Source: an optimization exercise on an open RTL-to-GDS flow (aim: small area). Production flows keep margins and buffers that such runs may drop.
The RTL was checked by simulation tests, not by an equivalence proof against the original design.
Power and IR drop assume default switching activity.

==> flow/design.v <==
module sd_card_top
#(
	parameter  SPI_LOW_SPEED_DIV = 248,
	parameter  SPI_HIGH_SPEED_DIV = 0
)
(
	input            clk,
	input            rst,
	output           SD_nCS,
	output           SD_DCLK,
	output           SD_MOSI,
	input            SD_MISO,
	output reg       sd_init_done,
	input            sd_sec_read,
	input[31:0]      sd_sec_read_addr,
	output reg[7:0]  sd_sec_read_data,
	output reg       sd_sec_read_data_valid,
	output           sd_sec_read_end,
	input            sd_sec_write,
	input[31:0]      sd_sec_write_addr,
	input[7:0]       sd_sec_write_data,
	output           sd_sec_write_data_req,
	output           sd_sec_write_end
);
localparam [4:0] H_LAST = 5'd16, H_AW = 5'd18, H_IDLE = 5'd20, H_RST = 5'd21;
reg  [4:0] h;
reg  [7:0] cc;           
reg  [7:0] tx;           
reg  [7:0] rx;           
reg        mosi_q;       
reg        wr_req;
wire edge_c = cc[0] & ~cc[1] & ~cc[2] & (cc[7:3] == {5{~sd_init_done}});
wire active = ~h[4] | (h == H_LAST);
wire ack    = (h == H_LAST) & edge_c;
reg  [2:0] idx;
always @(*)
	case (h[3:0])
		4'd0, 4'd1, 4'd2: idx = 3'd7;
		4'd3, 4'd4:       idx = 3'd6;
		4'd5, 4'd6:       idx = 3'd5;
		4'd7, 4'd8:       idx = 3'd4;
		4'd9, 4'd10:      idx = 3'd3;
		4'd11, 4'd12:     idx = 3'd2;
		4'd13, 4'd14:     idx = 3'd1;
		default:          idx = 3'd0;
	endcase
assign SD_MOSI = h[4] ? mosi_q : tx[idx];
assign SD_DCLK = ~h[0];
always @(posedge clk or posedge rst)
	if (rst) begin
		h <= H_RST;
		mosi_q <= 1'b0;
	end else begin
		mosi_q <= SD_MOSI;
		if (h == H_RST || h == H_AW)
			h <= H_IDLE;
		else if (h == H_IDLE) begin
			if (wr_req) h <= 5'd0;
		end else if (edge_c)
			h <= (h == H_LAST) ? H_AW : h + 5'd1;
	end
always @(posedge clk) begin
	cc <= (active & ~edge_c) ? cc + 8'd1 : 8'd0;
	if (~h[4] & edge_c & h[0]) rx <= {rx[6:0], SD_MISO};
end
localparam [3:0] S_IDLE = 4'd0, S_CMD0 = 4'd1, S_CMD8 = 4'd2, S_CMD55 = 4'd3,
	S_CMD41 = 4'd4, S_CMD16 = 4'd5, S_CMD17 = 4'd6, S_CMD24 = 4'd7,
	S_READ = 4'd8, S_WRITE = 4'd9, S_REND = 4'd10, S_WEND = 4'd11, S_WRW = 4'd12;
localparam [4:0] C_IDLE = 5'd0, C_INIT = 5'd1, C_WAIT = 5'd2, C_PRE = 5'd3,
	C_CMD = 5'd4, C_CDATA = 5'd5, C_RWAIT = 5'd6, C_READ = 5'd7, C_RACK = 5'd8,
	C_WTOK = 5'd9, C_WD0 = 5'd10, C_WD1 = 5'd11, C_WCRC = 5'd12, C_WSUC = 5'd13,
	C_WBUSY = 5'd14, C_WACK = 5'd15, C_ERR = 5'd16, C_END = 5'd17, C_ENDE = 5'd18;
reg  [3:0]  ss;
reg  [4:0]  cs;
reg         req;
reg  [31:0] addr;
reg  [15:0] bc;
reg         ncs;
assign SD_nCS = ncs;
assign sd_sec_read_end = (ss == S_REND);
assign sd_sec_write_end = (ss == S_WEND);
assign sd_sec_write_data_req = (cs == C_WD0);
wire r1 = (ss == S_CMD0) | (ss == S_CMD8) | (ss == S_CMD55);
wire r1_ok = (rx[7:1] == 7'd0) & (rx[0] == r1);
always @(posedge clk or posedge rst)
	if (rst) begin
		ss <= S_IDLE;
		req <= 1'b0;
		sd_init_done <= 1'b0;
	end else begin
		req <= ~((ss == S_IDLE) | (ss == S_WRW) | (ss == S_REND) | (ss == S_WEND)) &
		       ~((cs == C_END) | (cs == C_RACK) | (cs == C_WACK));
		if (ss == S_CMD41 && cs == C_END) sd_init_done <= 1'b1;
		case (ss)
			S_IDLE:  ss <= S_CMD0;
			S_CMD0:  if (cs == C_END) ss <= S_CMD8;
			S_CMD8:  if (cs == C_END) ss <= S_CMD55;
			S_CMD55: if (cs == C_END) ss <= S_CMD41;
			S_CMD41: if (cs == C_END) ss <= S_CMD16; else if (cs == C_ENDE) ss <= S_CMD55;
			S_CMD16: if (cs == C_END) ss <= S_WRW;   else if (cs == C_ENDE) ss <= S_CMD55;
			S_WRW:   if (sd_sec_write) ss <= S_CMD24; else if (sd_sec_read) ss <= S_CMD17;
			S_CMD24: if (cs == C_END) ss <= S_WRITE;
			S_CMD17: if (cs == C_END) ss <= S_READ;
			S_WRITE: if (cs == C_WACK) ss <= S_WEND;
			S_READ:  if (cs == C_RACK) ss <= S_REND;
			default: ss <= S_WRW;
		endcase
	end
always @(posedge clk)
	if (ss == S_WRW) addr <= sd_sec_write ? sd_sec_write_addr : sd_sec_read_addr;
reg [7:0] cbyte;
always @(*) begin
	cbyte = 8'hff;
	if (bc[15:3] == 13'd0)
		case (bc[2:0])
			3'd0: case (ss)
				S_CMD0:  cbyte = 8'h40;
				S_CMD8:  cbyte = 8'h48;
				S_CMD55: cbyte = 8'h77;
				S_CMD41: cbyte = 8'h69;
				S_CMD16: cbyte = 8'h50;
				S_CMD17: cbyte = 8'h51;
				default: cbyte = 8'h58;
			endcase
			3'd1: cbyte = (ss == S_CMD17 || ss == S_CMD24) ? addr[31:24] : (ss == S_CMD41) ? 8'h40 : 8'h00;
			3'd2: cbyte = (ss == S_CMD17 || ss == S_CMD24) ? addr[23:16] : 8'h00;
			3'd3: cbyte = (ss == S_CMD17 || ss == S_CMD24) ? addr[15:8] : (ss == S_CMD8) ? 8'h01 : (ss == S_CMD16) ? 8'h02 : 8'h00;
			3'd4: cbyte = (ss == S_CMD17 || ss == S_CMD24) ? addr[7:0] : (ss == S_CMD8) ? 8'haa : 8'h00;
			3'd5: cbyte = (ss == S_CMD0) ? 8'h95 : (ss == S_CMD8) ? 8'h87 : 8'hff;
			default: cbyte = 8'hff;
		endcase
end
always @(posedge clk)
	case (cs)
		C_CMD:   tx <= cbyte;
		C_WTOK:  tx <= 8'hfe;
		C_WD1:   tx <= wr_req ? tx : sd_sec_write_data;
		default: tx <= 8'hff;
	endcase
reg [4:0] cn;
always @(*) begin
	cn = cs;
	case (cs)
		C_IDLE:  cn = C_INIT;
		C_INIT:  if (ack & bc[3] & bc[1]) cn = C_WAIT;
		C_WAIT:  if (req) cn = (ss == S_READ) ? C_RWAIT : (ss == S_WRITE) ? C_WTOK : C_PRE;
		C_PRE:   if (ack) cn = C_CMD;
		C_CMD:   if (ack) begin
				if ((&bc) | (~r1_ok & ~rx[7])) cn = C_ERR;
				else if (r1_ok) cn = (ss == S_CMD8) ? C_CDATA : C_END;
			end
		C_CDATA: if (ack & bc[1] & bc[0]) cn = C_END;
		C_RWAIT: if (ack & (rx == 8'hfe)) cn = C_READ;
		C_READ:  if (ack & bc[9] & bc[0]) cn = C_RACK;
		C_WTOK:  if (ack) cn = C_WD0;
		C_WD0:   cn = C_WD1;
		C_WD1:   if (ack) cn = bc[9] ? C_WCRC : C_WD0;
		C_WCRC:  if (ack & bc[0]) cn = C_WSUC;
		C_WSUC:  if (ack & (rx[4:0] == 5'b00101)) cn = C_WBUSY;
		C_WBUSY: if (ack & (&rx)) cn = C_WACK;
		C_ERR:   cn = C_ENDE;
		default: cn = C_WAIT;
	endcase
end
wire xfer = (cs == C_INIT) | (cs == C_PRE) | (cs == C_CMD) | (cs == C_CDATA) |
            (cs == C_RWAIT) | (cs == C_READ) | (cs == C_WTOK) | (cs == C_WD1) |
            (cs == C_WCRC) | (cs == C_WSUC) | (cs == C_WBUSY);
always @(posedge clk or posedge rst)
	if (rst) begin
		cs <= C_IDLE;
		wr_req <= 1'b0;
		ncs <= 1'b1;
		sd_sec_read_data_valid <= 1'b0;
		sd_sec_read_data <= 8'd0;
	end else begin
		cs <= cn;
		wr_req <= xfer & (cn == cs);
		if (cs == C_PRE) ncs <= 1'b1;
		else if (cs == C_CMD) ncs <= 1'b0;
		sd_sec_read_data_valid <= (cs == C_READ) & ~bc[9] & ack;
		if (cs == C_READ && ack) sd_sec_read_data <= rx;
	end
wire bc_clr = (cs == C_IDLE) | (cs == C_WAIT) |
              ((cs == C_CMD) & ack & r1_ok & (ss == S_CMD8)) |
              ((cs == C_WD1) & ack & bc[9]);
wire bc_inc = (cs == C_WD0) | (ack & ((cs == C_INIT) | (cs == C_CMD) | (cs == C_CDATA) |
              (cs == C_READ) | (cs == C_WCRC)));
always @(posedge clk)
	if (bc_clr) bc <= 16'd0;
	else if (bc_inc) bc <= bc + 16'd1;
endmodule
==> flow/run.sh <==
#!/bin/bash
# synth_recipe.tcl (not shown) runs the flow's synth.tcl, then flattens the netlist and writes it again
# the make line also repeats each setting of config.mk as NAME=value (left out here)
make -C /OpenROAD-flow-scripts/flow DESIGN_CONFIG=/design/flow/config.mk WORK_HOME=/design/flow/orfs CLKGATE_MAP_FILE= SYNTH_SCRIPT=/design/flow/synth_recipe.tcl finish
==> flow/config.mk <==
export PLATFORM = sky130hd
export DESIGN_NAME = sd_card_top
export DESIGN_NICKNAME = sd_card_top
export VERILOG_FILES = /design/flow/design.v
export SDC_FILE = /design/flow/constraint.sdc
export NUM_CORES = 4
export LEC_CHECK = 0
export ABC_AREA = 1
export ABC_CLOCK_PERIOD_IN_PS = 5000
export CAP_MARGIN = 20
export CORE_MARGIN = 2
export CORE_UTILIZATION = 40
export SLEW_MARGIN = 20
==> flow/constraint.sdc <==
create_clock -name core_clock -period 5.0 [get_ports {clk}]
set_input_delay 1.0000 -clock core_clock [delete_from_list [all_inputs] [get_ports {clk}]]
set_output_delay 1.0000 -clock core_clock [all_outputs]
set_load 0.01 [all_outputs]
==> flow_metrics.env, run 1 <==
export IMPL_critical_path_startpoint_type="flip-flop"
export IMPL_post_route_cells_drive_above_1_share_pct=8.785
export IMPL_critPathMostFrequentCell="sky130_fd_sc_hd__o21ai_0"
export IMPL_adder_and_majority_cell_fraction_of_the_synthesized_area_pct=2.455
export IMPL_final_max_slew_violation_count=0
export IMPL_synthArstFlopShare_pct=28.00
export IMPL_routed_wl_mm=16.00
export IMPL_setup_worst_path_class="reg2out"
export IMPL_status="timing/DRC/antenna clean"
export IMPL_rr_endpoint="bc[12]"
export IMPL_netlist_top_cells_count="sky130_fd_sc_hd__nand2_1 (250), sky130_fd_sc_hd__inv_1 (95), sky130_fd_sc_hd__nor2_1 (73), sky130_fd_sc_hd__nand3_1 (57), sky130_fd_sc_hd__o21ai_0 (49)"
export IMPL_count_of_antenna_violating_nets_left_after_detailed_routing=0
export IMPL_io_pins=93
export IMPL_finalWorstPathRequiredPeriod_ps=4151
export IMPL_reg2reg_depth=15
export IMPL_portBuffers=92
export IMPL_timing_rr_start="h[0]"
export IMPL_dominant_combinational_cell_family_by_area_after_synthesis="simple AND/OR/NAND/NOR gates"
export IMPL_critical_path_buf_inv_count=2
export IMPL_p_per_area_mw_per_mm2=218.0
export IMPL_max_cap_violations=0
export IMPL_cts_htree_levels=3
export IMPL_syn2layout_area_growth_pct=23.20
export IMPL_synth_top_cells_by_area="sky130_fd_sc_hd__edfxtp_1 (24%), sky130_fd_sc_hd__nand2_1 (15%), sky130_fd_sc_hd__dfrtp_1 (9.8%), sky130_fd_sc_hd__dfxtp_1 (7.9%), sky130_fd_sc_hd__inv_1 (5.8%)"
export IMPL_setup_violations_final=0
export IMPL_synth_area_in_compound_gates_pct=11.52
export IMPL_busiest_layer="met2"
export IMPL_drt_pass1_iter_count=5
export IMPL_crit_path_end_kind="output pin"
export IMPL_fin_hold_ws_ps=472.1
export IMPL_finish_instance_area_sq_mm=0.007535
export IMPL_worst_path_max_delay_cell="sky130_fd_sc_hd__clkdlybuf4s50_1"
export IMPL_grt_first_pass_wirelength_mm=26.50
export IMPL_clockRootBuffer="sky130_fd_sc_hd__clkbuf_16"
export IMPL_worst_endpoint_required_ps=4000
export IMPL_grt_use_met1_pct=27.71
export IMPL_hpwl_mm=12.34
export IMPL_timing_final_hold_violations=0
export IMPL_post_place_cells=1094
export IMPL_hold_end="cc[0]"
export IMPL_postSynthNetCount=914
export IMPL_clkLatencyLatePin_ps=360
export IMPL_grt_use_total_pct=20.61
export IMPL_grt_remaining_overflow=0
export IMPL_globalplace_congestion=0.9120
export IMPL_class_of_the_tightest_hold_or_removal_check="reg2reg"
export IMPL_ys_dominant_reg_cell="sky130_fd_sc_hd__edfxtp_1"
export IMPL_detailedPlace_worstSlack_ps=1287
export IMPL_post_cts_setup_buffers=0
export IMPL_mux_cell_area_share_after_synthesis_pct=0.5319
export IMPL_die_width_um=127.7
export IMPL_synth_seq_area_share_pct=42.96
export IMPL_holdBufCountCts=0
export IMPL_rsz_0062_raised_after_global_routing="false"
export IMPL_routedWlPerCell_um=14.42
export IMPL_max_freq_mhz=240.9
export IMPL_synth_largest_area_cell="sky130_fd_sc_hd__edfxtp_1"
export IMPL_postSynthCellCount=825
export IMPL_fin_cells=1110
export IMPL_finalCoreUtilization_pct=49.93
export IMPL_finalWorstSetupSlack_ps=848.9
export IMPL_timing_clock_skew_ps=8.271
export IMPL_dominant_cell_by_count_in_the_synthesized_netlist="sky130_fd_sc_hd__nand2_1"
export IMPL_post_layout_total_power_mw=1.642
export IMPL_irDropWorstVdd_v=0.0001700
export IMPL_min_delay_start="cc[0]"
export IMPL_critical_path_top_delay_family="compound AO/OA/AOI/OAI gates"
export IMPL_power_static_leakage_nw=3.273
export IMPL_core_area_sq_mm=0.01509
export IMPL_min_delay_path_depth=1
export IMPL_grt_util_met3_pct=3.798
export IMPL_via_per_inst=4.988
export IMPL_synth_top_area_share_pct=23.57
export IMPL_timing_final_crit_share_pct=83.02
export IMPL_worst_slew_margin_rel_pct=41.42
export IMPL_floorplan_initialDensity_pct=40.53
export IMPL_grtUsageMet2_pct=32.78
export IMPL_grt_max_degree=35
export IMPL_ff2ff_setup_slack_ps=2520
export IMPL_ys_types=56
export IMPL_cts_resized=0
export IMPL_number_of_global_route_vias_before_repair=5241
export IMPL_synth_warning_count=1
export IMPL_cp_arrival_ps=3150
export IMPL_synth_edf_count=48
export IMPL_clock_tree_buffer_depth=2
export IMPL_drc_errors=0
export IMPL_number_of_nets_in_the_layout=1006
export IMPL_cts_inserted_buffers=9
export IMPL_die_area_sq_mm=0.01629
export IMPL_clock_sink_count=100
export IMPL_synthSimpleGateAreaFrac_pct=33.18
export IMPL_antennaDiodeCount=0
export IMPL_placed_cell_area_sq_mm=0.007243
export IMPL_first_iter_violations=361
export IMPL_critical_path_fanouts_max=7
export IMPL_synth_seq_cells=100
export IMPL_mean_instance_size_in_the_synthesized_netlist_sq_um=7.413
export IMPL_grt_antenna_before_repair=1
export IMPL_critical_path_max_stage_delay_ps=570
export IMPL_die_height_um=127.7
export IMPL_worstPathCellList="inv_1 > ha_1 > o21ai_0 > nor2_1 > o32ai_1 > o21ai_0 > o21ai_0 > clkdlybuf4s50_1"
export IMPL_cts_tree="built"
export IMPL_placementRows=45
export IMPL_post_synth_xor_area_fraction_pct=1.146
export IMPL_cts_clk_slew_worst_paths_ps=70
export IMPL_worst_margin_slew_ps=875.4
export IMPL_vias=5537
export IMPL_syn_area_sq_mm=0.006116
export IMPL_setup_total_negative_slack_ps=0
==> state kept, by name, summed over array words and instances (netlist names) <==
register / cells
cc: 8
cs: 5
mosi_q: 1
sd_sec_read_data: 8
ncs: 1
rx: 8
req: 1
addr: 32
tx: 8
h: 5
ss: 4
bc: 16
sd_sec_read_data_valid: 1
wr_req: 1
sd_init_done: 1
==> report_power, final <==
part / internal (mW) / switching [mW] / leakage, nW / total [mW]
Sequential: 0.860 / 0 / 0.961 / 0.860
Clock: 0.381 / 0.307 / 0.139 / 0.688
Combinational: 0.0619 / 0.0322 / 2.17 / 0.0941
==> kinds of logic (layout without fill, tap and decap cells) <==
kind of cell	Yosys count	after routing
flip-flops	100	100
adder cells (fa/ha/maj)	12	12
XOR/XNOR	8	8
buffers and inverters	130	227
AO/OA/AOI/OAI	120	120
AND/OR/NAND/NOR	452	452
multiplexers	3	3
==> layout by cell type (no fill, tap or decap), types with 13 or more instances in the layout <==
cell type,Yosys,final
sky130_fd_sc_hd__dfrtp_1,24,24
sky130_fd_sc_hd__nand4_1,14,14
sky130_fd_sc_hd__o21ai_0,49,49
sky130_fd_sc_hd__clkdlybuf4s50_1,0,92
sky130_fd_sc_hd__nor2_1,73,73
sky130_fd_sc_hd__nor2_2,15,15
sky130_fd_sc_hd__dfxtp_1,24,24
sky130_fd_sc_hd__inv_1,95,95
sky130_fd_sc_hd__a21oi_1,31,31
sky130_fd_sc_hd__edfxtp_1,48,48
sky130_fd_sc_hd__inv_2,13,13
sky130_fd_sc_hd__nand3_1,57,57
sky130_fd_sc_hd__nand2_1,250,250
==> metal layers <==
layer / vias to the layer above / share of wire, % / routed length (um)
li1: 2895 / - / -
met1: 2457 / 48 / 7635
met2: 153 / 45 / 7179
met3: 30 / 4.5 / 723
met4: 2 / 2.8 / 447
met5: - / 0.10 / 16
==> worst max-delay path by stage <==
stage / slack, ps / from / endpoint / cells after the start
2_1_floorplan: 1320 / ss[1] / ss[0] / 7
3_3_place_gp: 1330 / h[0] / SD_MOSI / 8
3_5_place_dp: 1290 / h[0] / SD_MOSI / 8
4_1_cts: 880 / h[0] / SD_MOSI / 8
5_1_grt: 630 / h[0] / SD_MOSI / 8
6_report: 850 / h[0] / SD_MOSI / 8
==> area by class of cell <==
class,instances,area (sq um)
flip-flops and latches,100,2628
multi-input cells,595,2992
clock inverters,3,20.02
clock buffers,13,271.5
well taps,188,235.2
repair buffers,97,958.4
fillers,1519,7555
inverters,114,430.4
==> run 2: changes to the inputs <==
--- a/flow/config.mk
+++ b/flow/config.mk
@@ -6,7 +6,6 @@
 export NUM_CORES = 4
 export LEC_CHECK = 0
 export ABC_AREA = 1
-export ABC_CLOCK_PERIOD_IN_PS = 5000
 export CAP_MARGIN = 20
 export CORE_MARGIN = 2
 export CORE_UTILIZATION = 40
==> flow_metrics.env, run 2 <==
export IMPL_final_fill_count=1519
export IMPL_grt_remaining_overflow=0
export IMPL_cp_arrival_ps=3150
export IMPL_topRoutingLayerUsed="met5"
export IMPL_synth_largest_area_cell="sky130_fd_sc_hd__edfxtp_1"
export IMPL_grt_max_degree=35
export IMPL_dr_wl_met2_mm=7.179
export IMPL_class_of_the_tightest_hold_or_removal_check="reg2reg"
export IMPL_ff_latch_area_sq_mm=0.002628
export IMPL_timing_rr_start="h[0]"
export IMPL_fin_hold_ws_ps=472.1
export IMPL_setup_worst_path_class="reg2out"
export IMPL_fin_cells=1110
export IMPL_post_place_cells=1094
export IMPL_detailroute_wirelength_met3_um=723
export IMPL_vias=5537
export IMPL_count_of_antenna_violating_nets_left_after_detailed_routing=0
export IMPL_finalWorstPathRequiredPeriod_ps=4151
export IMPL_worstPathCellList="inv_1 > ha_1 > o21ai_0 > nor2_1 > o32ai_1 > o21ai_0 > o21ai_0 > clkdlybuf4s50_1"
export IMPL_critical_path_max_stage_delay_ps=570
export IMPL_rr_endpoint="bc[12]"
export IMPL_ys_types=56
export IMPL_portBuffers=92
export IMPL_timing_clock_skew_ps=8.271
export IMPL_min_delay_path_depth=1
export IMPL_cts_clk_slew_worst_paths_ps=70
export IMPL_cts_inserted_buffers=9
export IMPL_clock_sink_count=100
export IMPL_drc_errors=0
export IMPL_via_per_inst=4.988
export IMPL_irDropWorstVdd_v=0.0001700
export IMPL_placementRows=45
export IMPL_multi_input_comb_area_sq_mm=0.002992
export IMPL_max_freq_mhz=240.9
export IMPL_routedWlPerCell_um=14.42
export IMPL_synth_top_cells_by_area="sky130_fd_sc_hd__edfxtp_1 (24%), sky130_fd_sc_hd__nand2_1 (15%), sky130_fd_sc_hd__dfrtp_1 (9.8%), sky130_fd_sc_hd__dfxtp_1 (7.9%), sky130_fd_sc_hd__inv_1 (5.8%)"
export IMPL_grt_use_total_pct=20.61
export IMPL_adder_and_majority_cell_fraction_of_the_synthesized_area_pct=2.455
export IMPL_largest_register="addr"
export IMPL_postSynthCellCount=825
export IMPL_timing_final_hold_violations=0
export IMPL_dominant_combinational_cell_family_by_area_after_synthesis="simple AND/OR/NAND/NOR gates"
export IMPL_holdBufCountCts=0
export IMPL_post_synth_xor_area_fraction_pct=1.146
export IMPL_critical_path_buf_inv_count=2
export IMPL_post_cts_setup_buffers=0
export IMPL_die_height_um=127.7
export IMPL_floorplan_initialDensity_pct=40.53
export IMPL_worst_margin_slew_ps=875.4
export IMPL_die_area_sq_mm=0.01629
export IMPL_synth_top_area_share_pct=23.57
export IMPL_max_cap_violations=0
export IMPL_met1_length_mm=7.635
export IMPL_setup_violations_final=0
export IMPL_largest_register_ff_count=32
export IMPL_final_max_slew_violation_count=0
export IMPL_critPathMostFrequentCell="sky130_fd_sc_hd__o21ai_0"
export IMPL_hold_end="cc[0]"
export IMPL_drt_pass1_iter_count=5
export IMPL_mean_instance_size_in_the_synthesized_netlist_sq_um=7.413
export IMPL_min_delay_start="cc[0]"
export IMPL_first_iter_violations=361
export IMPL_clockRootBuffer="sky130_fd_sc_hd__clkbuf_16"
export IMPL_core_area_sq_mm=0.01509
export IMPL_io_pins=93
export IMPL_number_of_global_route_vias_before_repair=5241
export IMPL_synthSimpleGateAreaFrac_pct=33.18
export IMPL_timing_final_crit_share_pct=83.02
export IMPL_ys_dominant_reg_cell="sky130_fd_sc_hd__edfxtp_1"
export IMPL_synthArstFlopShare_pct=28.00
export IMPL_status="timing/DRC/antenna clean"
export IMPL_dominant_cell_by_count_in_the_synthesized_netlist="sky130_fd_sc_hd__nand2_1"
export IMPL_setup_total_negative_slack_ps=0
export IMPL_critical_path_top_delay_family="compound AO/OA/AOI/OAI gates"
export IMPL_critical_path_startpoint_type="flip-flop"
export IMPL_globalplace_congestion=0.9120
export IMPL_postSynthNetCount=914
export IMPL_die_width_um=127.7
export IMPL_p_per_area_mw_per_mm2=218.0
export IMPL_syn2layout_area_growth_pct=23.20
export IMPL_synth_edf_count=48
export IMPL_worst_path_max_delay_cell="sky130_fd_sc_hd__clkdlybuf4s50_1"
export IMPL_largest_registers="addr x32, bc x16"
export IMPL_clock_tree_buffer_depth=2
export IMPL_worst_endpoint_required_ps=4000
export IMPL_final_cell_mix="sky130_fd_sc_hd__nand2_1 (250), sky130_fd_sc_hd__inv_1 (95), sky130_fd_sc_hd__clkdlybuf4s50_1 (92)"
export IMPL_grt_first_pass_wirelength_mm=26.50
export IMPL_synth_warning_count=1
export IMPL_finalCoreUtilization_pct=49.93
export IMPL_reg2reg_depth=15
export IMPL_worst_slew_margin_rel_pct=41.42
export IMPL_synth_seq_area_share_pct=42.96
export IMPL_rsz_0062_raised_after_global_routing="false"
export IMPL_post_route_cells_drive_above_1_share_pct=8.785
export IMPL_hpwl_mm=12.34
export IMPL_grt_antenna_before_repair=1
export IMPL_number_of_nets_in_the_layout=1006
export IMPL_layout_commonest_cell="sky130_fd_sc_hd__nand2_1"
export IMPL_power_static_leakage_nw=3.273
export IMPL_synth_seq_cells=100
export IMPL_routed_wl_mm=16.00
export IMPL_critical_path_fanouts_max=7
export IMPL_cts_htree_levels=3
export IMPL_antennaDiodeCount=0
export IMPL_mux_cell_area_share_after_synthesis_pct=0.5319
export IMPL_syn_area_sq_mm=0.006116
export IMPL_crit_path_end_kind="output pin"
export IMPL_cts_resized=0
export IMPL_netlist_top_cells_count="sky130_fd_sc_hd__nand2_1 (250), sky130_fd_sc_hd__inv_1 (95), sky130_fd_sc_hd__nor2_1 (73), sky130_fd_sc_hd__nand3_1 (57), sky130_fd_sc_hd__o21ai_0 (49)"
export IMPL_ff2ff_setup_slack_ps=2520
export IMPL_clkLatencyLatePin_ps=360
export IMPL_cts_tree="built"
export IMPL_synth_area_in_compound_gates_pct=11.52
run 2: cell counts after synthesis:
Identical to the previous run, type by type.
run 2: logic make-up after synthesis:
group | count (synthesis)
AND/OR/NAND/NOR | 452
buffers and inverters | 130
AO/OA/AOI/OAI | 120
flip-flops | 100
adder cells (fa/ha/maj) | 12
XOR/XNOR | 8
multiplexers | 3
run 2: final cells by class:
| type | instances | share of cell area [%] |
|---|---|---|
| clock buffer | 13 | 3.603 |
| clock inverter | 3 | 0.2657 |
| multi-input combinational | 595 | 39.70 |
| timing repair buffer | 97 | 12.72 |
| sequential | 100 | 34.87 |
| inverter | 114 | 5.712 |
| tap | 188 | 3.122 |
run 2: worst max path at each step:
| stage | start | endpoint | cells after the start |
|---|---|---|---|
| after floorplan | ss[1] | ss[0] | 7 |
| after global placement | h[0] | SD_MOSI | 8 |
| after detailed placement | h[0] | SD_MOSI | 8 |
| after CTS | h[0] | SD_MOSI | 8 |
| after global routing | h[0] | SD_MOSI | 8 |
| final | h[0] | SD_MOSI | 8 |
run 2: report_power, final:
part | internal (mW) | switching, mW | leakage (nW)
logic | 0.0619 | 0.0322 | 2.17
clock network | 0.381 | 0.307 | 0.139
registers | 0.860 | 0 | 0.961
total | 1.30 | 0.339 | 3.27
run 2: metrics by stage:
stage / total power, mW / instance area (sq um) / worst slack (ps)
finish: 1.642 / 7535 / 848.9
detailed placement: 0.9728 / 7243 / 1287
CTS: 1.660 / 7535 / 880.1
global placement: 0.9729 / 7243 / 1333
floorplan: 0.9046 / 6116 / 1321
global route: 1.700 / 7535 / 632.1
run 2: routing by layer:
layer,up-vias,global-route usage (%)
met5,-,0
met4,2,8.727
met3,30,3.798
met2,153,32.78
met1,2457,27.71
li1,2895,-
==> run 3: changes to the inputs <==
--- a/flow/config.mk
+++ b/flow/config.mk
@@ -5,7 +5,6 @@
 export SDC_FILE = /design/flow/constraint.sdc
 export NUM_CORES = 4
 export LEC_CHECK = 0
-export ABC_AREA = 1
 export CAP_MARGIN = 20
 export CORE_MARGIN = 2
 export CORE_UTILIZATION = 40
==> flow_metrics.env, run 3 <==
export IMPL_finalWorstPathRequiredPeriod_ps=4307
export IMPL_final_max_slew_violation_count=0
export IMPL_core_area_sq_mm=0.01464
export IMPL_vias=5202
export IMPL_cts_resized=0
export IMPL_worstPathCellList="inv_1 > ha_1 > mux2i_1 > mux2_2 > o32ai_1 > a222oi_1 > mux2_2 > clkdlybuf4s50_1"
export IMPL_portBuffers=92
export IMPL_worst_margin_slew_ps=1070
export IMPL_status="timing/DRC/antenna clean"
export IMPL_via_per_inst=5.918
export IMPL_routedWlPerCell_um=18.30
export IMPL_die_width_um=126.8
export IMPL_number_of_nets_in_the_layout=779
export IMPL_fin_cells=879
export IMPL_ys_dominant_reg_cell="sky130_fd_sc_hd__edfxtp_1"
export IMPL_antennaDiodeCount=0
export IMPL_post_route_cells_drive_above_1_share_pct=12.37
export IMPL_irDropWorstVdd_v=0.0001770
export IMPL_critical_path_fanouts_max=6
export IMPL_holdBufCountCts=0
export IMPL_hold_end="ncs"
export IMPL_io_pins=93
export IMPL_worst_endpoint_required_ps=4000
export IMPL_max_freq_mhz=232.2
export IMPL_count_of_antenna_violating_nets_left_after_detailed_routing=0
export IMPL_dominant_cell_by_count_in_the_synthesized_netlist="sky130_fd_sc_hd__nor2_1"
export IMPL_rsz_0062_raised_after_global_routing="false"
export IMPL_synth_warning_count=1
export IMPL_first_iter_violations=401
export IMPL_grt_use_total_pct=20.39
export IMPL_post_place_cells=863
export IMPL_timing_final_hold_violations=0
export IMPL_synth_top_area_share_pct=23.91
export IMPL_p_per_area_mw_per_mm2=294.8
export IMPL_critical_path_startpoint_type="flip-flop"
export IMPL_largest_registers="addr x32, bc x16"
export IMPL_max_cap_violations=0
export IMPL_postSynthNetCount=710
export IMPL_die_area_sq_mm=0.01607
export IMPL_rr_endpoint="wr_req"
export IMPL_ff_latch_area_sq_mm=0.002628
export IMPL_timing_rr_start="bc[2]"
export IMPL_clock_sink_count=100
export IMPL_drc_errors=0
export IMPL_floorplan_initialDensity_pct=41.17
export IMPL_layout_commonest_cell="sky130_fd_sc_hd__clkdlybuf4s50_1"
export IMPL_min_delay_path_depth=2
export IMPL_worst_slew_margin_rel_pct=28.33
export IMPL_timing_clock_skew_ps=10.59
export IMPL_largest_register_ff_count=32
export IMPL_grt_remaining_overflow=0
export IMPL_cts_tree="built"
export IMPL_synthArstFlopShare_pct=28.00
export IMPL_min_delay_start="ncs"
export IMPL_setup_violations_final=0
export IMPL_final_cell_mix="sky130_fd_sc_hd__clkdlybuf4s50_1 (92), sky130_fd_sc_hd__nor2_1 (59), sky130_fd_sc_hd__nand2_1 (53)"
export IMPL_grt_first_pass_wirelength_mm=25.96
export IMPL_clkLatencyLatePin_ps=370
export IMPL_reg2reg_depth=5
export IMPL_final_fill_count=1370
export IMPL_placementRows=44
export IMPL_power_static_leakage_nw=2.501
export IMPL_setup_worst_path_class="reg2out"
export IMPL_post_cts_setup_buffers=0
export IMPL_finish_instance_area_sq_mm=0.007328
export IMPL_grt_max_degree=34
export IMPL_class_of_the_tightest_hold_or_removal_check="reg2reg"
export IMPL_postSynthCellCount=621
export IMPL_largest_register="addr"
export IMPL_syn_area_sq_mm=0.006030
export IMPL_synth_edf_count=48
export IMPL_grt_antenna_before_repair=0
export IMPL_multi_input_comb_area_sq_mm=0.003143
export IMPL_timing_final_crit_share_pct=86.14
export IMPL_die_height_um=126.8
export IMPL_worst_path_max_delay_cell="sky130_fd_sc_hd__dfstp_2"
export IMPL_fin_hold_ws_ps=488.0
export IMPL_placed_cell_area_sq_mm=0.007038
export IMPL_cts_inserted_buffers=9
export IMPL_synth_top_cells_by_area="sky130_fd_sc_hd__edfxtp_1 (24%), sky130_fd_sc_hd__dfrtp_1 (10%), sky130_fd_sc_hd__mux2_2 (8.0%), sky130_fd_sc_hd__dfxtp_1 (8.0%), sky130_fd_sc_hd__nor2_1 (3.7%)"
export IMPL_critPathMostFrequentCell="sky130_fd_sc_hd__mux2_2"
export IMPL_syn2layout_area_growth_pct=21.54
export IMPL_hpwl_mm=11.65
export IMPL_netlist_top_cells_count="sky130_fd_sc_hd__nor2_1 (60), sky130_fd_sc_hd__nand2_1 (53), sky130_fd_sc_hd__edfxtp_1 (48), sky130_fd_sc_hd__mux2_2 (43), sky130_fd_sc_hd__o21ai_0 (32)"
export IMPL_critical_path_max_stage_delay_ps=570
export IMPL_clock_tree_buffer_depth=2
export IMPL_synth_largest_area_cell="sky130_fd_sc_hd__edfxtp_1"
export IMPL_mean_instance_size_in_the_synthesized_netlist_sq_um=9.709
export IMPL_crit_path_end_kind="output pin"
export IMPL_ff2ff_setup_slack_ps=1830
export IMPL_cts_htree_levels=3
export IMPL_setup_total_negative_slack_ps=0
export IMPL_routed_wl_mm=16.09
export IMPL_cp_arrival_ps=3310
export IMPL_clockRootBuffer="sky130_fd_sc_hd__clkbuf_16"
export IMPL_synth_seq_cells=100
export IMPL_ys_types=75
export IMPL_drt_pass1_iter_count=5
export IMPL_synth_seq_area_share_pct=43.58
export IMPL_number_of_global_route_vias_before_repair=5043
export IMPL_cts_clk_slew_worst_paths_ps=70
export IMPL_globalplace_congestion=0.9467
run 3: changes by cell type after synthesis, moves of 12 or more:
cell / change
sky130_fd_sc_hd__clkbuf_1: +12
sky130_fd_sc_hd__inv_1: -74
sky130_fd_sc_hd__inv_2: -13
sky130_fd_sc_hd__mux2_2: +41
sky130_fd_sc_hd__nand2_1: -197
sky130_fd_sc_hd__nand3_1: -41
sky130_fd_sc_hd__nor2_1: -13
sky130_fd_sc_hd__nor2b_1: +13
sky130_fd_sc_hd__o21ai_0: -17
sky130_fd_sc_hd__xnor2_1: +14
run 3: report_power, final:
part / switching (mW) / internal (mW) / total, mW
Sequential: 0.0967 / 0.957 / 1.05
Clock: 0.350 / 0.350 / 0.700
Combinational: 0.225 / 0.183 / 0.408
run 3: metrics by stage:
step	setup WS, ps	total power [mW]	utilization [%]
6_report	692.9	2.161	50.04
5_1_grt	517.1	2.260	50.04
4_1_cts	680.0	2.175	50.04
3_5_place_dp	1093	1.472	48.06
3_3_place_gp	1154	1.465	48.06
2_1_floorplan	1697	1.323	-
run 3: logic make-up (layout without fill, tap and decap cells):
family	count (synthesis)	in the layout	share of synthesized area, %
flip-flops	100	100	43.58
AND/OR/NAND/NOR	218	218	18.28
AO/OA/AOI/OAI	161	161	19.19
buffers and inverters	60	134	4.337
multiplexers	51	51	9.359
XOR/XNOR	19	19	2.760
adder cells (fa/ha/maj)	12	12	2.490
run 3: area by class of cell:
cell class                 count  share of cell area (%)
multi-input combinational    461                   42.89
sequential                   100                   35.85
timing repair buffer          97                   13.08
tap                          184                   3.142
clock buffer                   9                   3.073
inverter                      21                   1.076
clock inverter                 7                  0.8878
run 3: worst max path at each step:
stage,startpoint,end,slack (ps),cells after the start
floorplan,h[0],SD_MOSI,1700,7
global placement,h[0],SD_MOSI,1150,8
detailed placement,h[0],SD_MOSI,1090,8
CTS,h[0],SD_MOSI,680,8
global route,h[0],SD_MOSI,520,8
finish,h[0],SD_MOSI,690,8
run 3: per-layer routing:
layer,GRT usage [%],routed length (um),up-vias
met5,0,0,-
met4,6.658,266,0
met3,4.302,972,20
met2,33.64,7802,182
met1,26.89,7048,2516
li1,-,-,2484
run 3: critical path, delay by kind of cell (launching register included):
kind	cells	cell delay (ps)
AO/OA/AOI/OAI	2	380
adder cells (fa/ha/maj)	1	320
buffers and inverters	2	590
flip-flops	1	570
multiplexers	3	1070
==> run 4: changes to the inputs <==
--- a/flow/design.v
+++ b/flow/design.v
@@ -29,7 +29,7 @@
 reg  [7:0] rx;           
 reg        mosi_q;       
 reg        wr_req;
-wire edge_c = cc[0] & ~cc[1] & ~cc[2] & (cc[7:3] == {5{~sd_init_done}});
+wire edge_c = sd_init_done ? (cc == 8'h01) : (cc == 8'hec);
 wire active = ~h[4] | (h == H_LAST);
 wire ack    = (h == H_LAST) & edge_c;
 reg  [2:0] idx;
@@ -60,7 +60,7 @@
 			h <= (h == H_LAST) ? H_AW : h + 5'd1;
 	end
 always @(posedge clk) begin
-	cc <= (active & ~edge_c) ? cc + 8'd1 : 8'd0;
+	cc <= (active & ~edge_c) ? {cc[6:0], ~(cc[7] ^ cc[5] ^ cc[4] ^ cc[3])} : 8'd0;
 	if (~h[4] & edge_c & h[0]) rx <= {rx[6:0], SD_MISO};
 end
 localparam [3:0] S_IDLE = 4'd0, S_CMD0 = 4'd1, S_CMD8 = 4'd2, S_CMD55 = 4'd3,
@@ -75,6 +75,9 @@
 reg         req;
 reg  [31:0] addr;
 reg  [15:0] bc;
+wire bc_512  = (bc == 16'ha031);
+wire bc_513  = (bc == 16'h4062);
+wire bc_last = (bc == 16'h8000);
 reg         ncs;
 assign SD_nCS = ncs;
 assign sd_sec_read_end = (ss == S_REND);
@@ -111,9 +114,9 @@
 reg [7:0] cbyte;
 always @(*) begin
 	cbyte = 8'hff;
-	if (bc[15:3] == 13'd0)
-		case (bc[2:0])
-			3'd0: case (ss)
+	if (bc[15:5] == 11'd0)
+		case (bc[4:0])
+			5'h00: case (ss)
 				S_CMD0:  cbyte = 8'h40;
 				S_CMD8:  cbyte = 8'h48;
 				S_CMD55: cbyte = 8'h77;
@@ -122,11 +125,11 @@
 				S_CMD17: cbyte = 8'h51;
 				default: cbyte = 8'h58;
 			endcase
-			3'd1: cbyte = (ss == S_CMD17 || ss == S_CMD24) ? addr[31:24] : (ss == S_CMD41) ? 8'h40 : 8'h00;
-			3'd2: cbyte = (ss == S_CMD17 || ss == S_CMD24) ? addr[23:16] : 8'h00;
-			3'd3: cbyte = (ss == S_CMD17 || ss == S_CMD24) ? addr[15:8] : (ss == S_CMD8) ? 8'h01 : (ss == S_CMD16) ? 8'h02 : 8'h00;
-			3'd4: cbyte = (ss == S_CMD17 || ss == S_CMD24) ? addr[7:0] : (ss == S_CMD8) ? 8'haa : 8'h00;
-			3'd5: cbyte = (ss == S_CMD0) ? 8'h95 : (ss == S_CMD8) ? 8'h87 : 8'hff;
+			5'h01: cbyte = (ss == S_CMD17 || ss == S_CMD24) ? addr[31:24] : (ss == S_CMD41) ? 8'h40 : 8'h00;
+			5'h02: cbyte = (ss == S_CMD17 || ss == S_CMD24) ? addr[23:16] : 8'h00;
+			5'h04: cbyte = (ss == S_CMD17 || ss == S_CMD24) ? addr[15:8] : (ss == S_CMD8) ? 8'h01 : (ss == S_CMD16) ? 8'h02 : 8'h00;
+			5'h08: cbyte = (ss == S_CMD17 || ss == S_CMD24) ? addr[7:0] : (ss == S_CMD8) ? 8'haa : 8'h00;
+			5'h10: cbyte = (ss == S_CMD0) ? 8'h95 : (ss == S_CMD8) ? 8'h87 : 8'hff;
 			default: cbyte = 8'hff;
 		endcase
 end
@@ -142,19 +145,19 @@
 	cn = cs;
 	case (cs)
 		C_IDLE:  cn = C_INIT;
-		C_INIT:  if (ack & bc[3] & bc[1]) cn = C_WAIT;
+		C_INIT:  if (ack & bc[9]) cn = C_WAIT;
 		C_WAIT:  if (req) cn = (ss == S_READ) ? C_RWAIT : (ss == S_WRITE) ? C_WTOK : C_PRE;
 		C_PRE:   if (ack) cn = C_CMD;
 		C_CMD:   if (ack) begin
-				if ((&bc) | (~r1_ok & ~rx[7])) cn = C_ERR;
+				if (bc_last | (~r1_ok & ~rx[7])) cn = C_ERR;
 				else if (r1_ok) cn = (ss == S_CMD8) ? C_CDATA : C_END;
 			end
-		C_CDATA: if (ack & bc[1] & bc[0]) cn = C_END;
+		C_CDATA: if (ack & bc[2]) cn = C_END;
 		C_RWAIT: if (ack & (rx == 8'hfe)) cn = C_READ;
-		C_READ:  if (ack & bc[9] & bc[0]) cn = C_RACK;
+		C_READ:  if (ack & bc_513) cn = C_RACK;
 		C_WTOK:  if (ack) cn = C_WD0;
 		C_WD0:   cn = C_WD1;
-		C_WD1:   if (ack) cn = bc[9] ? C_WCRC : C_WD0;
+		C_WD1:   if (ack) cn = bc_512 ? C_WCRC : C_WD0;
 		C_WCRC:  if (ack & bc[0]) cn = C_WSUC;
 		C_WSUC:  if (ack & (rx[4:0] == 5'b00101)) cn = C_WBUSY;
 		C_WBUSY: if (ack & (&rx)) cn = C_WACK;
@@ -177,15 +180,15 @@
 		wr_req <= xfer & (cn == cs);
 		if (cs == C_PRE) ncs <= 1'b1;
 		else if (cs == C_CMD) ncs <= 1'b0;
-		sd_sec_read_data_valid <= (cs == C_READ) & ~bc[9] & ack;
+		sd_sec_read_data_valid <= (cs == C_READ) & ~bc_512 & ~bc_513 & ack;
 		if (cs == C_READ && ack) sd_sec_read_data <= rx;
 	end
 wire bc_clr = (cs == C_IDLE) | (cs == C_WAIT) |
               ((cs == C_CMD) & ack & r1_ok & (ss == S_CMD8)) |
-              ((cs == C_WD1) & ack & bc[9]);
+              ((cs == C_WD1) & ack & bc_512);
 wire bc_inc = (cs == C_WD0) | (ack & ((cs == C_INIT) | (cs == C_CMD) | (cs == C_CDATA) |
               (cs == C_READ) | (cs == C_WCRC)));
 always @(posedge clk)
 	if (bc_clr) bc <= 16'd0;
-	else if (bc_inc) bc <= bc + 16'd1;
+	else if (bc_inc) bc <= {bc[14:0], bc[15] ^ bc[13] ^ bc[12] ^ bc[10] ^ (bc[14:0] == 15'd0)};
 endmodule
==> flow_metrics.env, run 4 <==
export IMPL_combinationalPowerShare_pct=17.9
export IMPL_die_width_um=123.0
export IMPL_status="timing/DRC/antenna clean"
export IMPL_placed_cell_area_sq_mm=0.006716
export IMPL_critical_path_fanouts_max=6
export IMPL_synth_seq_area_share_pct=46.41
export IMPL_timing_final_crit_share_pct=84.90
export IMPL_cts_inserted_buffers=9
export IMPL_synth_warning_count=1
export IMPL_finalWorstPathRequiredPeriod_ps=4245
export IMPL_vias=4770
export IMPL_p_per_area_mw_per_mm2=298.5
export IMPL_post_cts_setup_buffers=0
export IMPL_min_delay_path_depth=1
export IMPL_globalplace_congestion=0.8848
export IMPL_power_static_leakage_nw=2.535
export IMPL_irDropWorstVdd_v=0.0001661
export IMPL_dominant_cell_by_count_in_the_synthesized_netlist="sky130_fd_sc_hd__nor2_1"
export IMPL_synth_top_cells_by_area="sky130_fd_sc_hd__edfxtp_1 (25%), sky130_fd_sc_hd__dfrtp_1 (11%), sky130_fd_sc_hd__dfxtp_1 (8.5%), sky130_fd_sc_hd__mux2_2 (8.2%), sky130_fd_sc_hd__a21oi_1 (4.1%)"
export IMPL_power_frac_seq_pct=49.5
export IMPL_internal_power_mw=1.507
export IMPL_drc_errors=0
export IMPL_routedWlPerCell_um=17.66
export IMPL_fin_hold_ws_ps=466.7
export IMPL_cts_htree_levels=3
export IMPL_clockRootBuffer="sky130_fd_sc_hd__clkbuf_16"
export IMPL_ys_types=69
export IMPL_setup_violations_final=0
export IMPL_grt_use_total_pct=20.43
export IMPL_io_pins=93
export IMPL_synth_edf_count=48
export IMPL_rsz_0062_raised_after_global_routing="false"
export IMPL_max_cap_violations=0
export IMPL_holdBufCountCts=0
export IMPL_worst_margin_slew_ps=958.6
export IMPL_hold_end="cc[2]"
export IMPL_grt_max_degree=35
export IMPL_cp_arrival_ps=3250
export IMPL_die_area_sq_mm=0.01512
export IMPL_timing_rr_start="h[0]"
export IMPL_layout_commonest_cell="sky130_fd_sc_hd__clkdlybuf4s50_1"
export IMPL_setup_total_negative_slack_ps=0
export IMPL_core_area_sq_mm=0.01383
export IMPL_clock_tree_buffer_depth=2
export IMPL_portBuffers=92
export IMPL_first_iter_violations=422
export IMPL_switching_fraction_of_total_power_pct=27.91
export IMPL_postSynthNetCount=667
export IMPL_routed_wl_mm=14.89
export IMPL_timing_final_hold_violations=0
export IMPL_critical_path_startpoint_type="flip-flop"
export IMPL_syn2layout_area_growth_pct=23.67
export IMPL_final_cell_mix="sky130_fd_sc_hd__clkdlybuf4s50_1 (92), sky130_fd_sc_hd__nor2_1 (51), sky130_fd_sc_hd__edfxtp_1 (48)"
export IMPL_grt_first_pass_wirelength_mm=23.81
export IMPL_final_max_slew_violation_count=0
export IMPL_post_layout_total_power_mw=2.090
export IMPL_largest_register_ff_count=32
export IMPL_clkLatencyLatePin_ps=350
export IMPL_placementRows=43
export IMPL_clock_sink_count=100
export IMPL_syn_area_sq_mm=0.005662
export IMPL_number_of_nets_in_the_layout=740
export IMPL_ys_dominant_reg_cell="sky130_fd_sc_hd__edfxtp_1"
export IMPL_max_freq_mhz=235.6
export IMPL_via_per_inst=5.658
export IMPL_crit_path_end_kind="output pin"
export IMPL_netlist_top_cells_count="sky130_fd_sc_hd__nor2_1 (51), sky130_fd_sc_hd__edfxtp_1 (48), sky130_fd_sc_hd__a21oi_1 (46), sky130_fd_sc_hd__nand2_1 (46), sky130_fd_sc_hd__mux2_2 (41)"
export IMPL_grt_antenna_before_repair=0
export IMPL_synth_seq_cells=100
export IMPL_drt_pass1_iter_count=5
export IMPL_number_of_global_route_vias_before_repair=4604
export IMPL_reg2reg_depth=9
export IMPL_finish_instance_area_sq_mm=0.007002
export IMPL_rr_endpoint="bc[2]"
export IMPL_timing_clock_skew_ps=7.884
export IMPL_hpwl_mm=10.97
export IMPL_floorplan_initialDensity_pct=40.95
export IMPL_die_height_um=123.0
export IMPL_worst_slew_margin_rel_pct=35.86
export IMPL_grt_remaining_overflow=0
export IMPL_largest_register="addr"
export IMPL_cts_resized=0
export IMPL_postSynthCellCount=585
export IMPL_synth_top_area_share_pct=25.46
export IMPL_clock_power_share_pct=32.6
export IMPL_largest_registers="addr x32, bc x16"
export IMPL_cts_tree="built"
export IMPL_min_delay_start="cc[1]"
export IMPL_worst_endpoint_required_ps=4000
export IMPL_switchingPower_uw=583.4
export IMPL_antennaDiodeCount=0
export IMPL_setup_worst_path_class="reg2out"
export IMPL_finalCoreUtilization_pct=50.64
export IMPL_count_of_antenna_violating_nets_left_after_detailed_routing=0
export IMPL_synth_largest_area_cell="sky130_fd_sc_hd__edfxtp_1"
export IMPL_ff2ff_setup_slack_ps=2110
export IMPL_post_route_cells_drive_above_1_share_pct=12.22
export IMPL_final_fill_count=1280
export IMPL_cts_clk_slew_worst_paths_ps=60
export IMPL_synthArstFlopShare_pct=28.00
export IMPL_mean_instance_size_in_the_synthesized_netlist_sq_um=9.678
export IMPL_class_of_the_tightest_hold_or_removal_check="reg2reg"
[run 4: metal layers]
| metal | share of wire (%) | global-route usage [%] | vias to the layer above |
|---|---|---|---|
| met4 | 2.0 | 7.102 | 0 |
| met2 | 46 | 31.49 | 154 |
| li1 | - | - | 2343 |
| met1 | 46 | 28.11 | 2250 |
| met3 | 6.2 | 5.028 | 23 |
| met5 | 0 | 0 | - |
[run 4: area by class of cell]
cell class,instances,area [sq um],area share [%]
clock buffer,11,232.7,3.324
clock inverter,5,52.55,0.7505
inverter,9,33.78,0.4825
multi-input combinational,437,2841,40.58
sequential,100,2628,37.53
tap,180,225.2,3.217
timing repair buffer,101,988.4,14.12
[run 4: worst max-delay path by stage]
| stage | cells past startpoint | slack [ps] | start | endpoint |
|---|---|---|---|---|
| 2_1_floorplan | 7 | 1770 | h[0] | SD_MOSI |
| 3_3_place_gp | 8 | 1250 | h[0] | SD_MOSI |
| 6_report | 8 | 750 | h[0] | SD_MOSI |
| 4_1_cts | 8 | 740 | h[0] | SD_MOSI |
| 3_5_place_dp | 8 | 1120 | h[0] | SD_MOSI |
| 5_1_grt | 8 | 520 | h[0] | SD_MOSI |
[run 4: critical path, cell delays in order (launching register included)]
cell	delay [ps]
sky130_fd_sc_hd__dfstp_2	570
sky130_fd_sc_hd__inv_1	120
sky130_fd_sc_hd__ha_1	340
sky130_fd_sc_hd__o21ai_0	460
sky130_fd_sc_hd__mux2_2	400
sky130_fd_sc_hd__o32ai_1	230
sky130_fd_sc_hd__a211oi_1	130
sky130_fd_sc_hd__a21o_1	180
sky130_fd_sc_hd__clkdlybuf4s50_1	470
[run 4: kinds of logic (layout without fill, tap and decap cells)]
group	after synthesis	after routing	synth area share, %
AND/OR/NAND/NOR	206	206	19.03
buffers and inverters	48	126	3.448
flip-flops	100	100	46.41
AO/OA/AOI/OAI	170	170	19.18
multiplexers	48	48	9.569
adder cells (fa/ha/maj)	6	6	1.282
XOR/XNOR	7	7	1.083
[run 4: power by group through the flow]
stage                     logic (mW)  clock network [mW]  registers (mW)
after global routing           0.413               0.728            1.05
after detailed placement       0.372                   0            1.05
after global placement         0.367                   0            1.05
after floorplan                0.280                   0           0.995
final                          0.375               0.681            1.03
after CTS                      0.375               0.696            1.03
[run 4: through the flow]
step | cells | worst slack (ps)
floorplan | 585 | 1770
global placement | 827 | 1247
detailed placement | 827 | 1120
CTS | 843 | 744.3
global route | 843 | 518.2
finish | 843 | 754.8
==> run 5: changes to the inputs <==
==> flow/flow/run.sh (new file) <==
#!/bin/bash
# Own layout flow: the standard layout (standard.sh, all ORFS steps) with two changes:
#  1. synthesis maps logic with an area-oriented ABC script (flow/area.abc) instead of
#     ORFS's speed script; everything else in synthesis (registers included) is unchanged;
#  2. clock tree synthesis inserts no dummy loads (CTS_ARGS, from CTS_ARGS_OWN below).
# Each tool's output is in the ORFS logs under orfs/logs/; make's own output is in flow_make.log.
set -euo pipefail
W=$(pwd)
F="$W/flow"
cat > "$W/own_synth.tcl" <<EOT
# The standard flow's synthesis (synth_recipe.tcl), with abc's -script and -D replaced by flow/area.abc
proc abc {args} {
  set out {}
  set skip 0
  foreach a \$args {
    if {\$skip} { set skip 0; continue }
    if {\$a eq "-script" || \$a eq "-D"} { set skip 1; continue }
    lappend out \$a
  }
  yosys abc -script $F/area.abc {*}\$out
}
source $W/synth_recipe.tcl
EOT
sed "s#SYNTH_SCRIPT=[^ ]*synth_recipe.tcl#SYNTH_SCRIPT=$W/own_synth.tcl#" "$W/standard.sh" > "$W/own_standard.sh"
grep -q "SYNTH_SCRIPT=$W/own_synth.tcl" "$W/own_standard.sh"
export CTS_ARGS="${CTS_ARGS_OWN:--sink_clustering_enable -repair_clock_nets -dont_use_dummy_load}"
bash "$W/own_standard.sh" > "$W/flow_make.log" 2>&1
==> flow/flow/area.abc (new file) <==
strash
&get -n
&deepsyn -T 30
&put
dch -f
map -a
topo
==> flow/standard.sh (new file) <==
#!/bin/bash
# synth_recipe.tcl (not shown) runs the flow's synth.tcl, then flattens the netlist and writes it again
# the make line also repeats each setting of config.mk as NAME=value (left out here)
make -C /OpenROAD-flow-scripts/flow DESIGN_CONFIG=/design/flow/config.mk WORK_HOME=/design/flow/orfs CLKGATE_MAP_FILE= SYNTH_SCRIPT=/design/flow/synth_recipe.tcl "${@:-finish}"
removed: flow/run.sh
==> flow_metrics.env, run 5 <==
export IMPL_p_per_area_mw_per_mm2=241.3
export IMPL_number_of_nets_in_the_layout=731
export IMPL_timing_final_crit_share_pct=78.96
export IMPL_dominant_cell_by_count_in_the_synthesized_netlist="sky130_fd_sc_hd__nand2_1"
export IMPL_placementRows=40
export IMPL_grt_remaining_overflow=0
export IMPL_max_freq_mhz=253.3
export IMPL_number_of_global_route_vias_before_repair=4163
export IMPL_timing_final_hold_violations=0
export IMPL_syn2layout_area_growth_pct=28.40
export IMPL_worst_endpoint_required_ps=4000
export IMPL_adder_and_majority_cell_fraction_of_the_synthesized_area_pct=1.261
export IMPL_timing_clock_skew_ps=17.11
export IMPL_largest_register_ff_count=32
export IMPL_detailedPlace_worstSlack_ps=1267
export IMPL_drc_errors=0
export IMPL_dominant_combinational_cell_family_by_area_after_synthesis="simple AND/OR/NAND/NOR gates"
export IMPL_critical_path_buf_inv_count=2
export IMPL_ys_types=36
export IMPL_worst_margin_slew_ps=967.3
export IMPL_fin_hold_ws_ps=438.1
export IMPL_clkLatencyLatePin_ps=350
export IMPL_globalplace_congestion=0.9230
export IMPL_setup_total_negative_slack_ps=0
export IMPL_antennaDiodeCount=0
export IMPL_mean_instance_size_in_the_synthesized_netlist_sq_um=9.136
export IMPL_grt_max_degree=35
export IMPL_synth_top_area_share_pct=29.05
export IMPL_synthArstFlopShare_pct=28.00
export IMPL_final_max_slew_violation_count=0
export IMPL_routed_wl_mm=12.66
export IMPL_finalWorstSetupSlack_ps=1052
export IMPL_synth_edf_count=48
export IMPL_count_of_antenna_violating_nets_left_after_detailed_routing=0
export IMPL_grt_use_total_pct=19.80
export IMPL_post_place_cells=806
export IMPL_crit_path_end_kind="output pin"
export IMPL_ys_dominant_reg_cell="sky130_fd_sc_hd__edfxtp_1"
export IMPL_finalCoreUtilization_pct=52.81
export IMPL_holdBufCountCts=0
export IMPL_max_cap_violations=0
export IMPL_clock_tree_buffer_depth=2
export IMPL_via_per_inst=5.281
export IMPL_critical_path_fanouts_max=7
export IMPL_setup_worst_path_class="reg2out"
export IMPL_mux_cell_area_share_after_synthesis_pct=7.264
export IMPL_largest_register="addr"
export IMPL_rsz_0062_raised_after_global_routing="false"
export IMPL_first_iter_violations=247
export IMPL_post_synth_xor_area_fraction_pct=0.7062
export IMPL_critical_path_top_delay_family="buffers and inverters"
export IMPL_post_route_cells_drive_above_1_share_pct=8.346
export IMPL_clock_sink_count=100
export IMPL_final_cell_mix="sky130_fd_sc_hd__clkdlybuf4s50_1 (92), sky130_fd_sc_hd__nand2_1 (80), sky130_fd_sc_hd__nor2_1 (78)"
export IMPL_clockRootBuffer="sky130_fd_sc_hd__clkbuf_16"
export IMPL_synth_warning_count=1
export IMPL_worst_slew_margin_rel_pct=33.85
export IMPL_finish_instance_area_sq_mm=0.006370
export IMPL_grt_first_pass_wirelength_mm=20.42
export IMPL_die_area_sq_mm=0.01331
export IMPL_critical_path_max_stage_delay_ps=560
export IMPL_die_height_um=115.4
export IMPL_netlist_top_cells_count="sky130_fd_sc_hd__nand2_1 (80), sky130_fd_sc_hd__nor2_1 (78), sky130_fd_sc_hd__clkinv_1 (77), sky130_fd_sc_hd__edfxtp_1 (48), sky130_fd_sc_hd__mux2_2 (32)"
export IMPL_power_static_leakage_nw=2.254
export IMPL_synth_area_in_compound_gates_pct=14.35
export IMPL_drt_pass1_iter_count=4
export IMPL_largest_registers="addr x32, bc x16"
export IMPL_portBuffers=92
export IMPL_synth_seq_area_share_pct=52.96
export IMPL_worst_path_max_delay_cell="sky130_fd_sc_hd__dfstp_2"
export IMPL_critical_path_startpoint_type="flip-flop"
export IMPL_synth_seq_cells=100
export IMPL_synthSimpleGateAreaFrac_pct=17.63
export IMPL_layout_commonest_cell="sky130_fd_sc_hd__clkdlybuf4s50_1"
export IMPL_syn_area_sq_mm=0.004961
export IMPL_cts_resized=0
export IMPL_worstPathCellList="clkinv_1 > ha_1 > o21ai_0 > nand2_1 > a21boi_0 > a221o_2 > a21oi_1 > clkdlybuf4s50_1"
export IMPL_vias=4304
export IMPL_core_area_sq_mm=0.01206
export IMPL_post_layout_total_power_mw=1.537
export IMPL_io_pins=93
export IMPL_placed_cell_area_sq_mm=0.006140
export IMPL_routedWlPerCell_um=15.53
export IMPL_die_width_um=115.4
export IMPL_class_of_the_tightest_hold_or_removal_check="reg2reg"
export IMPL_fin_cells=815
export IMPL_synth_top_cells_by_area="sky130_fd_sc_hd__edfxtp_1 (29%), sky130_fd_sc_hd__dfrtp_1 (12%), sky130_fd_sc_hd__dfxtp_1 (9.7%), sky130_fd_sc_hd__mux2_2 (7.3%), sky130_fd_sc_hd__nand2_1 (6.1%)"
export IMPL_cp_arrival_ps=2950
export IMPL_finalWorstPathRequiredPeriod_ps=3948
export IMPL_postSynthNetCount=625
export IMPL_hpwl_mm=9.729
export IMPL_post_cts_setup_buffers=0
export IMPL_cts_tree="built"
export IMPL_floorplan_initialDensity_pct=41.13
export IMPL_synth_largest_area_cell="sky130_fd_sc_hd__edfxtp_1"
export IMPL_cts_clk_slew_worst_paths_ps=70
export IMPL_cts_inserted_buffers=9
export IMPL_postSynthCellCount=543
export IMPL_irDropWorstVdd_v=0.0001650
export IMPL_status="timing/DRC/antenna clean"
export IMPL_setup_violations_final=0
export IMPL_grt_antenna_before_repair=0
export IMPL_cts_htree_levels=3
run 5: cell count changes after synthesis, moves of 13 or more:
cell and delta:
sky130_fd_sc_hd__clkinv_1 +76, sky130_fd_sc_hd__nand2_1 +34, sky130_fd_sc_hd__clkbuf_1 -30, sky130_fd_sc_hd__nor2_1 +27, sky130_fd_sc_hd__a21oi_1 -17, sky130_fd_sc_hd__o21ai_0 -16, sky130_fd_sc_hd__o22ai_1 +13
run 5: layer usage:
layer / part of all wire [%] / vias to the layer above / wire length (um) / GRT usage [%]
li1: - / 2132 / - / -
met1: 45 / 1988 / 5674 / 26.51
met2: 47 / 160 / 5937 / 32.01
met3: 5.6 / 24 / 710 / 3.532
met4: 2.6 / 0 / 332 / 7.711
met5: 0 / - / 0 / 0
run 5: path summary, 6_finish.rpt:
path,startpoint,to,cells after the start,slack (ps)
worst min-delay path,cc[5],cc[6],2,440
worst min register to register,cc[5],cc[6],2,440
worst max-delay path,h[0],SD_MOSI,8,1050
max in group asynchronous,rst,ncs,3,3510
worst max register to register,h[0],wr_req,15,1160
min in group asynchronous,rst,mosi_q,2,970
run 5: cells by family (layout without fill, tap and decap cells):
logic type / after synthesis / after routing
muxes: 32 / 32
buffers and inverters: 77 / 181
and+or+nand+nor: 211 / 211
DFF: 100 / 100
xor gates and xnor gates: 4 / 4
AOI/OAI and AO/OA: 114 / 114
adders and majority gates: 5 / 5
run 5: tightest hold or removal path: stages (launching register included):
cell                       delay [ps]
sky130_fd_sc_hd__dfxtp_1          310
sky130_fd_sc_hd__clkinv_1          50
sky130_fd_sc_hd__nor2_1            40
run 5: power by group:
part | internal (mW) | switching [mW] | leakage (nW)
combinational | 0.0719 | 0.0235 | 1.18
sequential | 0.860 | 0 | 0.962
clock | 0.317 | 0.264 | 0.111
run 5: cell type report:
cell class              instances  area [sq um]
flip-flops and latches        100          2628
multi-input cells             366          2054
repair buffers                 95         963.4
inverters                      77         289.0
well taps                     168         210.2
fillers                      1108          5692
clock buffers                   9         225.2
==> run 6: changes to the inputs <==
--- a/flow/design.v
+++ b/flow/design.v
@@ -109,8 +109,9 @@
 			default: ss <= S_WRW;
 		endcase
 	end
+wire wsel = (ss == S_WRW) & sd_sec_write, rsel = (ss == S_WRW) & ~sd_sec_write, hsel = (ss != S_WRW);
 always @(posedge clk)
-	if (ss == S_WRW) addr <= sd_sec_write ? sd_sec_write_addr : sd_sec_read_addr;
+	addr <= ({32{wsel}} & sd_sec_write_addr) | ({32{rsel}} & sd_sec_read_addr) | ({32{hsel}} & addr);
 reg [7:0] cbyte;
 always @(*) begin
 	cbyte = 8'hff;
--- a/flow/flow/run.sh
+++ b/flow/flow/run.sh
@@ -23,5 +23,5 @@
 EOT
 sed "s#SYNTH_SCRIPT=[^ ]*synth_recipe.tcl#SYNTH_SCRIPT=$W/own_synth.tcl#" "$W/standard.sh" > "$W/own_standard.sh"
 grep -q "SYNTH_SCRIPT=$W/own_synth.tcl" "$W/own_standard.sh"
-export CTS_ARGS="${CTS_ARGS_OWN:--sink_clustering_enable -repair_clock_nets -dont_use_dummy_load}"
+export CTS_ARGS="-sink_clustering_enable -repair_clock_nets -dont_use_dummy_load -buf_list sky130_fd_sc_hd__clkbuf_4 -root_buf sky130_fd_sc_hd__clkbuf_8 -sink_clustering_size 10 -sink_clustering_max_diameter 60"
 bash "$W/own_standard.sh" > "$W/flow_make.log" 2>&1
==> flow/flow/area.abc (replaced) <==
strash
&get -n
&deepsyn -T 30
&nf -a
&put
==> flow_metrics.env, run 6 <==
export IMPL_worst_margin_slew_ps=1061
export IMPL_synth_seq_area_share_pct=49.28
export IMPL_p_per_area_mw_per_mm2=218.8
export IMPL_cp_arrival_ps=2920
export IMPL_drt_pass1_iter_count=5
export IMPL_setup_violations_final=0
export IMPL_synth_warning_count=1
export IMPL_clock_sink_count=100
export IMPL_grt_antenna_before_repair=0
export IMPL_ff_latch_area_sq_mm=0.002307
export IMPL_clockRootBuffer="sky130_fd_sc_hd__clkbuf_8"
export IMPL_irDropWorstVdd_v=0.0001167
export IMPL_critical_path_startpoint_type="flip-flop"
export IMPL_vias=4318
export IMPL_max_freq_mhz=254.9
export IMPL_clkLatencyLatePin_ps=380
export IMPL_termination_of_the_worst_setup_path="SD_MOSI"
export IMPL_power_static_leakage_nw=2.281
export IMPL_cts_resized=0
export IMPL_fin_hold_ws_ps=488.0
export IMPL_syn2layout_area_growth_pct=26.91
export IMPL_final_cell_mix="sky130_fd_sc_hd__nor2_1 (96), sky130_fd_sc_hd__clkdlybuf4s50_1 (92), sky130_fd_sc_hd__dfxtp_1 (56)"
export IMPL_portBuffers=92
export IMPL_via_per_inst=5.742
export IMPL_first_iter_violations=290
export IMPL_hpwl_mm=9.321
export IMPL_clock_tree_buffer_depth=2
export IMPL_rr_endpoint="sd_sec_read_data[1]"
export IMPL_final_fill_count=1089
export IMPL_die_area_sq_mm=0.01259
export IMPL_post_route_cells_drive_above_1_share_pct=3.120
export IMPL_timing_final_crit_share_pct=78.45
export IMPL_cts_clk_slew_worst_paths_ps=90
export IMPL_synth_edf_count=16
export IMPL_worstPathCellList="clkinv_1 > ha_1 > clkinv_1 > a22o_1 > a31oi_1 > a221oi_1 > a311oi_1 > a21oi_1 > clkdlybuf4s50_1"
export IMPL_syn_area_sq_mm=0.004682
export IMPL_antennaDiodeCount=0
export IMPL_io_pins=93
export IMPL_mean_instance_size_in_the_synthesized_netlist_sq_um=9.290
export IMPL_grt_first_pass_wirelength_mm=20.23
export IMPL_reg2reg_depth=6
export IMPL_floorplan_initialDensity_pct=41.00
export IMPL_worst_slew_margin_rel_pct=29.07
export IMPL_synth_top_cells_by_area="sky130_fd_sc_hd__dfxtp_1 (24%), sky130_fd_sc_hd__dfrtp_1 (13%), sky130_fd_sc_hd__edfxtp_1 (10%), sky130_fd_sc_hd__nor2_1 (7.7%), sky130_fd_sc_hd__o22ai_1 (4.3%)"
export IMPL_layout_commonest_cell="sky130_fd_sc_hd__nor2_1"
export IMPL_status="timing/DRC/antenna clean"
export IMPL_critical_path_fanouts_max=6
export IMPL_setup_total_negative_slack_ps=0
export IMPL_max_cap_violations=0
export IMPL_post_place_cells=743
export IMPL_grt_max_degree=35
export IMPL_timing_rr_start="h[4]"
export IMPL_worst_endpoint_required_ps=4000
export IMPL_synth_top_area_share_pct=23.94
export IMPL_routed_wl_mm=12.74
export IMPL_count_of_antenna_violating_nets_left_after_detailed_routing=0
export IMPL_netlist_top_cells_count="sky130_fd_sc_hd__nor2_1 (96), sky130_fd_sc_hd__dfxtp_1 (56), sky130_fd_sc_hd__nand2_1 (34), sky130_fd_sc_hd__o22ai_1 (32), sky130_fd_sc_hd__dfrtp_1 (24)"
export IMPL_synth_seq_cells=100
export IMPL_largest_register="addr"
export IMPL_number_of_global_route_vias_before_repair=4100
export IMPL_placementRows=39
export IMPL_fin_cells=752
export IMPL_grt_remaining_overflow=0
export IMPL_crit_path_end_kind="output pin"
export IMPL_post_layout_total_power_mw=1.300
export IMPL_die_height_um=112.2
export IMPL_routedWlPerCell_um=16.94
export IMPL_rsz_0062_raised_after_global_routing="false"
export IMPL_final_max_slew_violation_count=0
export IMPL_grt_use_total_pct=20.15
export IMPL_worstSetupStartpoint="h[0]"
==> run 6: cell count changes in the layout (fill, tap and decap cells not counted), sizes merged, moves of 8 or more <==
cell,before,now
edfxtp,48,16
and2,0,12
o22ai,20,32
nor2,78,96
mux2,32,8
a21oi,29,21
dfxtp,24,56
a22o,1,16
nand3,21,12
nor2b,0,9
nand2b,0,9
o21ai,24,13
clkinv,77,17
nand2,80,34
==> run 6: critical path: cells and delay by family (launching register included) <==
kind,cells,cell delay [ps]
flops,1,590
fa+ha+maj,1,290
buf+inv,3,820
compound gates,5,840
==> run 6: cell families after synthesis <==
kind of cell	synth area share, %
AOI/OAI and AO/OA	21.78
xor gates and xnor gates	1.122
adders and majority gates	1.336
buffers and inverters	1.363
DFF	49.28
muxes	3.207
and+or+nand+nor	21.91
==> run 6: per-layer routing <==
metal | wire, um | GRT usage, % | vias up
li1 | - | - | 2113
met1 | 5868 | 26.92 | 2032
met2 | 5815 | 31.53 | 152
met3 | 757 | 4.482 | 21
met4 | 299 | 8.943 | 0
met5 | 0 | 0 | -
==> run 6: worst min path at each step <==
stage	cells past startpoint	startpoint	endpoint	slack, ps
2_1_floorplan	1	cc[1]	cc[2]	420
3_3_place_gp	1	cc[1]	cc[2]	460
3_5_place_dp	1	cc[6]	cc[7]	480
4_1_cts	1	cc[6]	cc[7]	500
5_1_grt	1	cc[2]	cc[3]	500
6_report	1	cc[2]	cc[3]	490
==> run 6: report_power, final <==
group / internal, mW / switching (mW) / total, mW
Combinational: 0.0528 / 0.0146 / 0.0673
Sequential: 0.817 / 0 / 0.817
Clock: 0.162 / 0.254 / 0.415
==> run 6: layout make-up <==
type                       count  area share (%)
timing repair buffer          96           16.00
multi-input combinational    387           38.98
sequential                   100           38.83
clock buffer                   9           2.085
inverter                      17           1.095
tap                          143           3.011
==> run 6: per-stage QoR <==
step	instance area [sq um]	setup WS, ps
3_3_place_gp	5813	1614
3_5_place_dp	5818	1522
6_report	5942	1077
4_1_cts	5942	1089
5_1_grt	5942	834.1
2_1_floorplan	4682	2106

Setup slack of run 6, layout unchanged: 1.077 ns with ideal ports, 1.043 ns with driving cells assumed (clock clkbuf_16, inputs buf_2), 1.451 ns with port delays also shifted by the 0.407 ns mid clock arrival.
